This design comes from an exercise in tuning for small area on the open sky130 flow, not from production work. Function was checked by simulation only, so behaviour that the tests miss may differ from the original. Power is estimated from default activity; no workload was simulated.

**flow/constraint.sdc**
```tcl
create_clock -name core_clock -period 10.0 [get_ports {i_Clk}]
set_input_delay 2.0000 -clock core_clock [delete_from_list [all_inputs] [get_ports {i_Clk}]]
set_output_delay 2.0000 -clock core_clock [all_outputs]
set_load 0.01 [all_outputs]
```
**flow/run.sh**
```bash
#!/bin/bash
# synth_recipe.tcl (not shown) runs the flow's synth.tcl, then flattens the netlist and writes it again
# the make line also repeats each setting of config.mk as NAME=value (left out here)
make -C /OpenROAD-flow-scripts/flow DESIGN_CONFIG=/design/flow/config.mk WORK_HOME=/design/flow/orfs CLKGATE_MAP_FILE= SYNTH_SCRIPT=/design/flow/synth_recipe.tcl finish
```
**flow/config.mk**
```make
export PLATFORM = sky130hd
export DESIGN_NAME = Project10_Pong_Top
export DESIGN_NICKNAME = Project10_Pong_Top
export VERILOG_FILES = /design/flow/design.v
export SDC_FILE = /design/flow/constraint.sdc
export NUM_CORES = 4
export LEC_CHECK = 0
export CAP_MARGIN = 20
export CORE_MARGIN = 2
export CORE_UTILIZATION = 40
export SLEW_MARGIN = 20
```
**flow/design.v**
```verilog
`timescale 1ns / 1ps
module Project10_Pong_Top
  (input  i_Clk,
   input  i_Rst,
   input  i_UART_RX,
   input  i_Switch_1,
   input  i_Switch_2,
   input  i_Switch_3,
   input  i_Switch_4,
   output o_VGA_HSync,
   output o_VGA_VSync,
   output o_VGA_Red_0,
   output o_VGA_Red_1,
   output o_VGA_Red_2,
   output o_VGA_Grn_0,
   output o_VGA_Grn_1,
   output o_VGA_Grn_2,
   output o_VGA_Blu_0,
   output o_VGA_Blu_1,
   output o_VGA_Blu_2);
  reg       r_Rx_R, r_Rx;
  reg [11:0] r_U_Cnt;
  wire      w_U_Idle = &r_U_Cnt;
  wire      w_Rx_DV  = (r_U_Cnt == 12'd2062);
  always @(posedge i_Clk)
    if (i_Rst) begin
      r_Rx_R  <= 1'b1;
      r_Rx    <= 1'b1;
      r_U_Cnt <= 12'hFFF;
    end else begin
      r_Rx_R <= i_UART_RX;
      r_Rx   <= r_Rx_R;
      if (w_U_Idle) begin
        if (!r_Rx) r_U_Cnt <= 12'd0;
      end else if ((r_U_Cnt == 12'd108 && r_Rx) || w_Rx_DV)
        r_U_Cnt <= 12'hFFF;
      else
        r_U_Cnt <= r_U_Cnt + 1'b1;
    end
  reg [14:0] r_Db_Cnt;
  wire       w_Db_En = (r_Db_Cnt == 15'd24999);
  reg  [3:0] r_Q0, r_Q1, r_Q2;
  wire [3:0] w_Pb = r_Q1 & ~r_Q2;
  always @(posedge i_Clk)
    if (i_Rst || w_Db_En) r_Db_Cnt <= 0;
    else                  r_Db_Cnt <= r_Db_Cnt + 1'b1;
  always @(posedge i_Clk)
    if (i_Rst) begin
      r_Q0 <= 0;
      r_Q1 <= 0;
      r_Q2 <= 0;
    end else if (w_Db_En) begin
      r_Q0 <= {i_Switch_4, i_Switch_3, i_Switch_2, i_Switch_1};
      r_Q1 <= r_Q0;
      r_Q2 <= r_Q1;
    end
  localparam SPEED = 17'd125000;
  reg [16:0] r_P1_Cnt, r_P2_Cnt;
  reg  [4:0] r_P1_Y, r_P2_Y;
  wire       w_P1_Lim = (r_P1_Cnt == SPEED);
  wire       w_P2_Lim = (r_P2_Cnt == SPEED);
  always @(posedge i_Clk)
    if (i_Rst) begin
      r_P1_Cnt <= 0;
      r_P1_Y   <= 0;
    end else begin
      if (w_Pb[0] ^ w_Pb[1])
        r_P1_Cnt <= w_P1_Lim ? 17'd0 : r_P1_Cnt + 1'b1;
      if (w_Pb[0] && w_P1_Lim && r_P1_Y != 0)
        r_P1_Y <= r_P1_Y - 1'b1;
      else if (w_Pb[1] && w_P1_Lim && r_P1_Y != 23)
        r_P1_Y <= r_P1_Y + 1'b1;
    end
  always @(posedge i_Clk)
    if (i_Rst) begin
      r_P2_Cnt <= 0;
      r_P2_Y   <= 0;
    end else begin
      if (w_Pb[2] ^ w_Pb[3])
        r_P2_Cnt <= w_P2_Lim ? 17'd0 : r_P2_Cnt + 1'b1;
      if (w_Pb[2] && w_P2_Lim && r_P2_Y != 0)
        r_P2_Y <= r_P2_Y - 1'b1;
      else if (w_Pb[3] && w_P2_Lim && r_P2_Y != 23)
        r_P2_Y <= r_P2_Y + 1'b1;
    end
  localparam IDLE = 3'd0, RUNNING = 3'd1, P1_WINS = 3'd2, P2_WINS = 3'd3, CLEANUP = 3'd4;
  reg  [2:0] r_SM;
  reg  [3:0] r_P1_Score, r_P2_Score;
  wire       w_Active = (r_SM == RUNNING);
  reg [16:0] r_B_Cnt;
  reg  [5:0] r_B_X;
  reg  [4:0] r_B_Y;
  reg        r_B_DX, r_B_DY;
  wire       w_B_Lim = (r_B_Cnt == SPEED);
  wire w_Miss1 = ({1'b0, r_B_Y} < {1'b0, r_P1_Y}) || ({1'b0, r_B_Y} > {1'b0, r_P1_Y} + 6'd6);
  wire w_Miss2 = ({1'b0, r_B_Y} < {1'b0, r_P2_Y}) || ({1'b0, r_B_Y} > {1'b0, r_P2_Y} + 6'd6);
  always @(posedge i_Clk)
    if (i_Rst) begin
      r_SM       <= IDLE;
      r_P1_Score <= 0;
      r_P2_Score <= 0;
    end else
      case (r_SM)
        IDLE:    if (w_Rx_DV) r_SM <= RUNNING;
        RUNNING: if (r_B_X == 0 && w_Miss1) r_SM <= P2_WINS;
                 else if (r_B_X == 39 && w_Miss2) r_SM <= P1_WINS;
        P1_WINS: if (r_P1_Score == 8) r_P1_Score <= 0;
                 else begin
                   r_P1_Score <= r_P1_Score + 1'b1;
                   r_SM       <= CLEANUP;
                 end
        P2_WINS: if (r_P2_Score == 8) r_P2_Score <= 0;
                 else begin
                   r_P2_Score <= r_P2_Score + 1'b1;
                   r_SM       <= CLEANUP;
                 end
        CLEANUP: r_SM <= IDLE;
        default: ;
      endcase
  always @(posedge i_Clk)
    if (i_Rst || !w_Active) begin
      if (i_Rst) r_B_Cnt <= 0;
      r_B_X  <= 6'd20;
      r_B_Y  <= 5'd15;
      r_B_DX <= 1'b0;
      r_B_DY <= 1'b1;
    end else begin
      r_B_Cnt <= w_B_Lim ? 17'd0 : r_B_Cnt + 1'b1;
      if (w_B_Lim) begin
        if ((r_B_DX && r_B_X == 39) || (!r_B_DX && r_B_X != 0)) begin
          r_B_X  <= r_B_X - 1'b1;
          r_B_DX <= 1'b0;
        end else begin
          r_B_X  <= r_B_X + 1'b1;
          r_B_DX <= 1'b1;
        end
        if ((r_B_DY && r_B_Y == 29) || (!r_B_DY && r_B_Y != 0)) begin
          r_B_Y  <= r_B_Y - 1'b1;
          r_B_DY <= 1'b0;
        end else begin
          r_B_Y  <= r_B_Y + 1'b1;
          r_B_DY <= 1'b1;
        end
      end
    end
  reg [9:0] r_Col, r_Row;
  reg       r_Rst_D;    
  always @(posedge i_Clk) r_Rst_D <= i_Rst;
  always @(posedge i_Clk)
    if (i_Rst) begin
      r_Col <= 10'd799;
      r_Row <= 10'd524;
    end else if (r_Col == 10'd799) begin
      r_Col <= 0;
      r_Row <= (r_Row == 10'd524) ? 10'd0 : r_Row + 1'b1;
    end else
      r_Col <= r_Col + 1'b1;
  wire [5:0] w_Col_Div = r_Col[9:4];
  wire [5:0] w_Row_Div = r_Row[9:4];
  wire w_Draw_Ball = (w_Col_Div == r_B_X) && (w_Row_Div == {1'b0, r_B_Y});
  wire w_Draw_P1   = (w_Col_Div == 0) && (w_Row_Div >= {1'b0, r_P1_Y}) &&
                     (w_Row_Div <= {1'b0, r_P1_Y} + 6'd6);
  wire w_Draw_P2   = (w_Col_Div == 39) && (w_Row_Div >= {1'b0, r_P2_Y}) &&
                     (w_Row_Div <= {1'b0, r_P2_Y} + 6'd6);
  reg r_Draw, r_Vid1, r_Vid2;
  always @(posedge i_Clk)
    if (i_Rst) begin
      r_Draw <= 1'b0;
      r_Vid1 <= 1'b0;
      r_Vid2 <= 1'b0;
    end else begin
      r_Draw <= r_Rst_D | w_Draw_Ball | w_Draw_P1 | w_Draw_P2;
      r_Vid1 <= r_Draw;
      r_Vid2 <= r_Vid1;
    end
  wire w_HS_Low = (r_Col >= 10'd661) && (r_Col <= 10'd752);
  wire w_VS_Low = (r_Row == 10'd490 && r_Col >= 10'd3) || (r_Row == 10'd491) ||
                  (r_Row == 10'd492 && r_Col <= 10'd2);
  assign o_VGA_HSync = ~r_Rst_D & ~w_HS_Low;
  assign o_VGA_VSync = ~r_Rst_D & ~w_VS_Low;
  assign o_VGA_Red_0 = r_Vid2;
  assign o_VGA_Red_1 = r_Vid2;
  assign o_VGA_Red_2 = r_Vid2;
  assign o_VGA_Grn_0 = r_Vid2;
  assign o_VGA_Grn_1 = r_Vid2;
  assign o_VGA_Grn_2 = r_Vid2;
  assign o_VGA_Blu_0 = r_Vid2;
  assign o_VGA_Blu_1 = r_Vid2;
  assign o_VGA_Blu_2 = r_Vid2;
endmodule
```
==> run notes <==
-- synth_stat cells, drive strengths merged (3+ instances only) --
cell type	count	area [sq um]
nor2	134	503
a21o	14	105
xnor2	44	385
clkbuf	19	71.3
and4	7	61.3
dfxtp	133	2660
mux2i	25	250
o21bai	9	67.6
a211oi	6	45.0
edfxtp	17	510
and3	14	87.6
a21oi	49	245
ha	72	901
nand2	65	244
nand4	26	163
buf	14	88.8
o211ai	3	22.5
xor2	59	517
and2	3	18.8
a21boi	5	37.5
nor2b	13	81.3
inv	49	184
or3	18	118
nor3	22	110
a22oi	3	22.5
nand3	35	175
nand4b	5	43.8
o21ai	53	265
fa	4	80.1
o21a	3	22.5
or4b	3	30.0
o31ai	3	22.5
or2	5	31.3
nor4b	7	67.6
nand3b	3	22.5
nor4	15	109
nand2b	10	62.6
or4	5	41.3
-- worst min-delay path by stage --
stage / startpoint / endpoint / depth (start not counted)
6_report: r_Rx_R / r_Rx / 1
5_1_grt: r_Rx_R / r_Rx / 1
4_1_cts: r_Rx_R / r_Rx / 1
3_5_place_dp: r_Rx_R / r_Rx / 1
3_3_place_gp: r_Rx_R / r_Rx / 1
2_1_floorplan: r_Rx_R / r_Rx / 1
-- kinds of logic (layout without fill, tap and decap cells) --
| group | Yosys count | count (layout) | synth area share (%) |
|---|---|---|---|
| xor gates and xnor gates | 103 | 103 | 10.4 |
| DFF | 150 | 150 | 36.7 |
| muxes | 25 | 25 | 2.89 |
| AOI/OAI and AO/OA | 160 | 160 | 11.1 |
| buffers and inverters | 82 | 102 | 3.98 |
| and+or+nand+nor | 395 | 395 | 23.3 |
| adders and majority gates | 78 | 78 | 11.6 |
-- area by class of cell --
class,count,share of cell area [%]
inverters,49,1.92
multi-input cells,761,53.5
clock buffers,19,4.62
well taps,275,3.59
repair buffers,21,2.07
clock inverters,13,1.28
flip-flops and latches,150,33.1
-- critical path: stages, from the launching register on --
cell	delay [ps]
dfxtp_1	370
or3_4	410
or4_4	440
or4_1	410
a21oi_1	160
o21ai_1	90
a21oi_1	170
clkdlybuf4s50_1	560
-- power groups by stage --
stage | Sequential, mW | Clock, mW | Combinational [mW]
2_1_floorplan | 0.705 | 0 | 0.203
3_3_place_gp | 0.727 | 0 | 0.234
3_5_place_dp | 0.729 | 0 | 0.234
4_1_cts | 0.716 | 0.634 | 0.236
5_1_grt | 0.726 | 0.659 | 0.263
6_report | 0.716 | 0.616 | 0.233
-- sequential cells by signal (all words and copies together), names as in the netlist, 5 cells and up --
| signal | count |
|---|---|
| r_P1_Cnt | 17 |
| r_Col | 10 |
| r_B_Y | 5 |
| r_P2_Cnt | 17 |
| r_P2_Y | 5 |
| r_Db_Cnt | 15 |
| r_B_X | 6 |
| r_B_Cnt | 17 |
| r_U_Cnt | 12 |
| r_Row | 10 |
| r_P1_Y | 5 |
-- per-layer routing --
layer  global-route usage (%)  vias up  wire, um
li1                         -     3501         -
met1                     20.4     3059      8300
met2                     24.7       56      7460
met3                     3.46       12       429
met4                     4.77        0       193
met5                        0        -         0
==> impl_metrics.ini <==
[critical_path]
r2r_start = r_B_X[0]
rr_worst_depth = 11
timing.rr.end = r_B_X[5]
endpoint_kind = output pin
worstSetupStartpointType = register
worst-endpoint-arrival_ps = 3030
worstPathRequired_ps = 8000
critPathMaxFanout = 6
critPathKind = reg2out
crit_end = o_VGA_VSync
rrSetupSlack_ps = 7030
critPathLaunch = r_Col[5]

[final_layout]
seq_area_sq_um = 3170
fin_util_pct = 45.4
final_nets = 1083
stdcell_count = 1288
layout_commonest_cell = nor2_1
diodes = 0
fillCellCount = 2020
layout_common_cells = 134 x nor2_1, 133 x dfxtp_1, 72 x ha_1
multi_input_area_sq_um = 5130
drive_above_1_share_pct = 4.74
area_growth_pct = 11.0
final_area_sq_um = 9600

[sta]
slew_headroom_pct = 45.4
fmax_mhz = 199
setup_viol = 0
rsz0062_at_grt = false
period_needed_ps = 5030
fin_ws_ps = 4970
fin_crit_sh_pct = 50.3
final_max_slew_viol_count = 0
worst_pin_slew_ps = 817
skew_ps = 10.5
finalHoldViolCount = 0
fin_tns_setup_ps = 0
whs_ps = 412

[yosys]
synth_fp_nets = 1076
ys_types = 62
async_flop_share_pct = 0
synth_flop_cell = dfxtp_1
synth-seq-cells = 150
netlist_area_sq_um = 8650
synth_edf_count = 17
seq_area_frac_synth_pct = 36.7
ys_warn_count = 1
syn-mean-instance-area_sq_um = 8.71
synthCells = 993

[floorplanning]
start_util_pct = 40.9
die_w_um = 151
dieArea_sq_um = 22800
rows = 53
io_pins = 18
die_y_um = 151
core_sq_um = 21200

[routing]
first_pass_iters = 4
totalWireLength_um = 16400
drcViolationCount = 0
drt-initial-drc-count = 312
vias = 6628
avgRoutedWirePerCell_um = 12.7
final_antenna_net_count = 0
vias_per_cell = 5.15

[pwr]
combPwrFrac_pct = 14.9
clkPwrFrac_pct = 39.3
sequentialPowerShare_pct = 45.8
switching_share_pct = 28.8
ir_worst_vdd_mv = 0.135
p_switching_mw = 0.451
power.total_mw = 1.56
powerDensity_nw_per_um2 = 163
leakagePower_nw = 3.69
power.internal_mw = 1.11

[placement]
hpwl_um = 11500
pre_cts_slack_ps = 5430
placed_area_sq_um = 9020
dp_cells = 1255
io_buffer_count = 17
gp_congestion = 0.837

[job]
maxCapViolations = 0

[grt]
overflow = 0
grt_pass1_vias = 6150
grt_start_max_net_pins = 63
grt_usage_pct = 15.3
grt_pass1_wl_um = 28500
antenna_found_initial = 0

[min_path]
hold_class = reg2reg

[clocking]
h-tree-depth = 4
tritoncts = yes
cts_buffers = 17
clock_latency_ps = 430
ctsResizeCount = 0
clock-sinks = 150
post_cts_buffers = 0
cts.path.max_buffers = 2
cts_root_buf = clkbuf_16
clk_pin_slew_worst_paths_ps = 60
ctsHoldBuffers = 0

[run_status]
status = timing/DRC/antenna clean

## static timing again, ports no longer ideal
No port has a modelled driver above. Below, the same layout with a new extraction and two added sets of constraints. Step 1 sets driving cells, clkbuf_16 on the clock port and buf_2 on the other inputs (assumed; they add their load-dependent delay and slew). Step 2 times the ports against the registers' clock, not the clock port: input delays grow and output delays shrink by t, the midpoint of the rising clock arrivals with the driver on. Slacks: no drivers / after step 1 / after step 2; pairs: no drivers / after step 1.
t, ns: 0.467
slack for setup (ns): 4.973 / 4.926 / 5.393
latest minus earliest clock arrival (ns): 0.010 / 0.011
worst slew at a driven data input, ns: 0.03
pins driven straight from the clock port: 1
After both steps this run still meets setup and hold. For this run, drivers alone change the setup slack by -0.047 ns; drivers and shift together by +0.420 ns.
